Background: an optimization exercise with open tools, aiming at small area. Do not read the settings as production practice.
Function was checked by simulation only, so behaviour that the tests miss may differ from the original.
Power and IR drop assume default switching activity.

## sur
module sur(
    input        CLK,
    input        rst,
    input        EN_sur,
    input        ECHO1,
    input        ECHO2,
    input        ECHO3,
    input        ECHO4,
    input        ECHO5,
    output       TRIG1,
    output       TRIG2,
    output       TRIG3,
    output       TRIG4,
    output       TRIG5,
    output       SG90,
    output [3:0] dig,
    output [6:0] seg,
    output [3:0] dis
);
For scale: ~640 cells after synthesis, ~120 flip-flops, ~29 I/O pins, roughly 0.0057 sq mm of cells after synthesis.
==> module sur, before the edit <==
module sur(
    input        CLK,
    input        rst,
    input        EN_sur,
    input        ECHO1,
    input        ECHO2,
    input        ECHO3,
    input        ECHO4,
    input        ECHO5,
    output       TRIG1,
    output       TRIG2,
    output       TRIG3,
    output       TRIG4,
    output       TRIG5,
    output       SG90,
    output [3:0] dig,
    output [6:0] seg,
    output [3:0] dis
);
reg [12:0] tc;
reg        trig;
wire tc_end = tc[12] & tc[9] & tc[8] & tc[7] & tc[3];    
wire tc_low = ~|tc[12:1];                                 
always @(posedge CLK)
begin
    trig <= ~EN_sur & tc_low;
    if (rst)
        tc <= 0;
    else if (!EN_sur)
        tc <= tc_end ? 13'd0 : tc + 13'd1;
end
assign TRIG1 = trig;
assign TRIG2 = trig;
assign TRIG3 = trig;
assign TRIG4 = trig;
assign TRIG5 = trig;
reg [12:0] fc;
wire clr = fc[12] & fc[9] & fc[8] & fc[7] & fc[3];      
always @(posedge CLK)
    if (rst | clr)
        fc <= 0;
    else
        fc <= fc + 13'd1;
wire [4:0] echo = {ECHO5, ECHO4, ECHO3, ECHO2, ECHO1};
reg  [3:0] q [0:4];
reg  [4:0] r [0:4];
reg  [4:0] far;                   
integer i;
always @(posedge CLK)
    for (i = 0; i < 5; i = i + 1)
        if (rst | clr) begin
            q[i]   <= 0;
            r[i]   <= 0;
            far[i] <= 0;
        end else if (echo[i]) begin
            if (r[i] >= 5'd24) begin
                r[i] <= r[i] - 5'd24;
                q[i] <= q[i] + 4'd1;
            end else
                r[i] <= r[i] + 5'd5;
            if (q[i] == 4'd10 && r[i] == 5'd0)
                far[i] <= 1'b1;
        end
reg [2:0] min;
reg [3:0] dreg;
wire four = (echo == 5'b11110) | (echo == 5'b11101) | (echo == 5'b11011) |
            (echo == 5'b10111) | (echo == 5'b01111);
wire all_far = &far;
wire [3:0] qsel = ({4{~ECHO1}} & q[0]) | ({4{~ECHO2}} & q[1]) | ({4{~ECHO3}} & q[2]) |
                  ({4{~ECHO4}} & q[3]) | ({4{~ECHO5}} & q[4]);
wire [2:0] nsel = ~ECHO1 ? 3'd1 : ~ECHO2 ? 3'd2 : ~ECHO3 ? 3'd3 : ~ECHO4 ? 3'd4 : 3'd5;
always @(posedge CLK)
    if (rst) begin
        min  <= 0;
        dreg <= 0;
    end else if (four) begin
        min  <= all_far ? 3'd0 : nsel;
        dreg <= all_far ? 4'd0 : qsel;
    end else if (clr)
        min  <= 0;
assign dis = dreg;
reg [10:0] dc;
reg        ph;
wire dc_end = dc[10] & dc[9] & dc[8] & dc[7] & dc[6] & dc[4];   
always @(posedge CLK)
    if (rst) begin
        dc <= 0;
        ph <= 0;
    end else if (dc_end) begin
        dc <= 0;
        ph <= ~ph;
    end else
        dc <= dc + 11'd1;
wire ce20 = dc_end & ~ph;
reg [2:0] pw;
always @(posedge CLK)
    if (rst)
        pw <= 0;
    else if (ce20)
        pw <= min;
reg [9:0] pc;
reg       sg;
wire pc_end = pc[9] & pc[8] & pc[7] & pc[6] & pc[5] & pc[3];    
reg below;
always @*
    case (pw)
        3'd1: below = pc < 10'd40;
        3'd2: below = pc < 10'd60;
        3'd3: below = pc < 10'd80;
        3'd4: below = pc < 10'd100;
        3'd5: below = pc < 10'd120;
        default: below = 1'b0;
    endcase
always @(posedge CLK)
begin
    if (rst | pc_end)
        pc <= 0;
    else
        pc <= pc + 10'd1;
    if (!pc_end)
        sg <= below;
end
assign SG90 = sg;
reg [3:0] dd;
reg       ph2;
reg [3:0] data;
always @(posedge CLK)
begin
    if (rst) begin
        dd  <= 0;
        ph2 <= 0;
    end else begin
        dd  <= dreg;
        ph2 <= ~ph2;
    end
    data <= ph2 ? {3'd0, dd >= 4'd10} : (dd >= 4'd10 ? dd - 4'd10 : dd);
end
assign dig = {2'b00, ~ph2, ph2};
reg [6:0] sg7;
always @*
    case (data)
        4'd0: sg7 = 7'b1111110;
        4'd1: sg7 = 7'b0110000;
        4'd2: sg7 = 7'b1101101;
        4'd3: sg7 = 7'b1111001;
        4'd4: sg7 = 7'b0110011;
        4'd5: sg7 = 7'b1011011;
        4'd6: sg7 = 7'b1011111;
        4'd7: sg7 = 7'b1110000;
        4'd8: sg7 = 7'b1111111;
        4'd9: sg7 = 7'b1111011;
        default: sg7 = 7'b1111110;
    endcase
assign seg = sg7;
endmodule
export LEC_CHECK = 0
export CAP_MARGIN = 20
export CORE_MARGIN = 2
export CORE_UTILIZATION = 40
export SLEW_MARGIN = 20
export BUFFER_PORTS_ARGS = -buffer_cell sky130_fd_sc_hd__buf_1
export CTS_ARGS = -sink_clustering_enable -repair_clock_nets -dont_use_dummy_load -buf_list sky130_fd_sc_hd__clkbuf_8 -sink_clustering_size 40 -sink_clustering_max_diameter 200
create_clock -name core_clock -period 25.0 [get_ports {CLK}]
standard.sh (not shown) runs the stock make flow with config.mk's settings and CLKGATE_MAP_FILE= SYNTH_SCRIPT=/design/flow/synth_recipe.tcl, a recipe that flattens the netlist after the stock synthesis.
==> flow/flow/run.sh <==
#!/bin/bash
# Standard ORFS layout with two changes: ports get the smallest buffer
# (buf_1) and the clock tree uses few clkbuf_8 leaf drivers, no dummy loads.
set -e
cat >> config.mk <<'EOC'
export BUFFER_PORTS_ARGS = -buffer_cell sky130_fd_sc_hd__buf_1
export CTS_ARGS = -sink_clustering_enable -repair_clock_nets -dont_use_dummy_load -buf_list sky130_fd_sc_hd__clkbuf_8 -sink_clustering_size 40 -sink_clustering_max_diameter 200
EOC
bash standard.sh > standard.log 2>&1
==> next run, changes <==
--- a/flow/design.v
+++ b/flow/design.v
@@ -20,6 +20,6 @@
 reg [12:0] tc;
 reg        trig;
-wire tc_end = tc[12] & tc[9] & tc[8] & tc[7] & tc[3];    
-wire tc_low = ~|tc[12:1];                                 
+wire tc_end = ~tc[12] & tc[11] & tc[10] & ~tc[9] & ~tc[7] & tc[4] & ~tc[3] & ~tc[2] & ~tc[1] & ~tc[0];
+wire tc_low = ~|tc[12:1];
 always @(posedge CLK)
 begin
@@ -28,5 +28,5 @@
         tc <= 0;
     else if (!EN_sur)
-        tc <= tc_end ? 13'd0 : tc + 13'd1;
+        tc <= tc_end ? 13'd0 : {tc[11:0], ~(tc[12] ^ tc[5])};
 end
 assign TRIG1 = trig;
@@ -35,11 +35,14 @@
 assign TRIG4 = trig;
 assign TRIG5 = trig;
+localparam [12:0] FC0 = 13'b0011001111010;
 reg [12:0] fc;
-wire clr = fc[12] & fc[9] & fc[8] & fc[7] & fc[3];      
+wire clr = ~fc[11] & ~fc[9] & ~fc[7] & ~fc[5] & fc[4] & ~fc[3] & fc[2] & ~fc[1] & fc[0];
 always @(posedge CLK)
     if (rst | clr)
-        fc <= 0;
+        fc <= FC0;
     else
-        fc <= fc + 13'd1;
+        fc <= {fc[11:0], ~(fc[12] ^ fc[2])};
+localparam [31:0] R_FB = 32'h0072ff8d;    
+localparam [31:0] R_CY = 32'h0000aa11;    
 wire [4:0] echo = {ECHO5, ECHO4, ECHO3, ECHO2, ECHO1};
 reg  [3:0] q [0:4];
@@ -51,13 +54,11 @@
         if (rst | clr) begin
             q[i]   <= 0;
-            r[i]   <= 0;
+            r[i]   <= 5'b11111;
             far[i] <= 0;
         end else if (echo[i]) begin
-            if (r[i] >= 5'd24) begin
-                r[i] <= r[i] - 5'd24;
+            r[i] <= {r[i][3:0], R_FB[r[i]]};
+            if (R_CY[r[i]])
                 q[i] <= q[i] + 4'd1;
-            end else
-                r[i] <= r[i] + 5'd5;
-            if (q[i] == 4'd10 && r[i] == 5'd0)
+            if (q[i] == 4'd10 && r[i] == 5'b11111)
                 far[i] <= 1'b1;
         end
@@ -80,16 +81,17 @@
         min  <= 0;
 assign dis = dreg;
+localparam [10:0] DC0 = 11'b10001101000;
 reg [10:0] dc;
 reg        ph;
-wire dc_end = dc[10] & dc[9] & dc[8] & dc[7] & dc[6] & dc[4];   
+wire dc_end = dc[9] & dc[7] & dc[6] & dc[5] & dc[4] & dc[3] & dc[2] & dc[1] & dc[0];
 always @(posedge CLK)
     if (rst) begin
-        dc <= 0;
+        dc <= DC0;
         ph <= 0;
     end else if (dc_end) begin
-        dc <= 0;
+        dc <= DC0;
         ph <= ~ph;
     end else
-        dc <= dc + 11'd1;
+        dc <= {dc[9:0], ~(dc[10] ^ dc[1])};
 wire ce20 = dc_end & ~ph;
 reg [2:0] pw;
Outcome: The new run completed with no timing, DRC or antenna violations; register-to-register slack loses 0.03 ns; synthesized cell count fell by roughly a tenth; setup slack gains 0.033 ns; die area fell by a little under a tenth; hold slack loses 0.029 ns; non-clock buffer count fell by 1; clock-buffer cell count stays the same; combinational power fell by about a fifth; final cell count fell by roughly a tenth; routed wire length fell by about a fifth; synthesized area fell by a little under a tenth.

## separate check: timing with driven ports
The flow's constraints put no driver on any port. The routed layouts listed below were extracted and timed again, unchanged, in two steps.
Step 1 (the two cells are an assumption about what drives the block):
set clk [get_ports {CLK}]
set_driving_cell -lib_cell sky130_fd_sc_hd__clkbuf_16 $clk
set_driving_cell -lib_cell sky130_fd_sc_hd__buf_2 [delete_from_list [all_inputs] $clk]
Step 2 moves the port delays by t, midway between the first and last clock arrival at a register: inputs arrive t later, outputs are due t later. That takes back most of the time a late clock gives input paths.
Slacks: ideal / step 1 / step 2; pairs: ideal / step 1.
run | shift t [ns] | setup WS [ns] | hold slack, ns | worst setup path at the end
the first run | 0.453 | 18.308 / 18.275 / 18.175 | 0.445 / 0.445 / 0.445 | input to register
the second run | 0.450 | 18.341 / 18.308 / 18.230 | 0.416 / 0.416 / 0.416 | input to register
After both steps setup and hold are still met in every run listed. For the first run, which loses most, drivers alone change the setup slack by -0.033 ns; drivers and shift together by -0.133 ns.
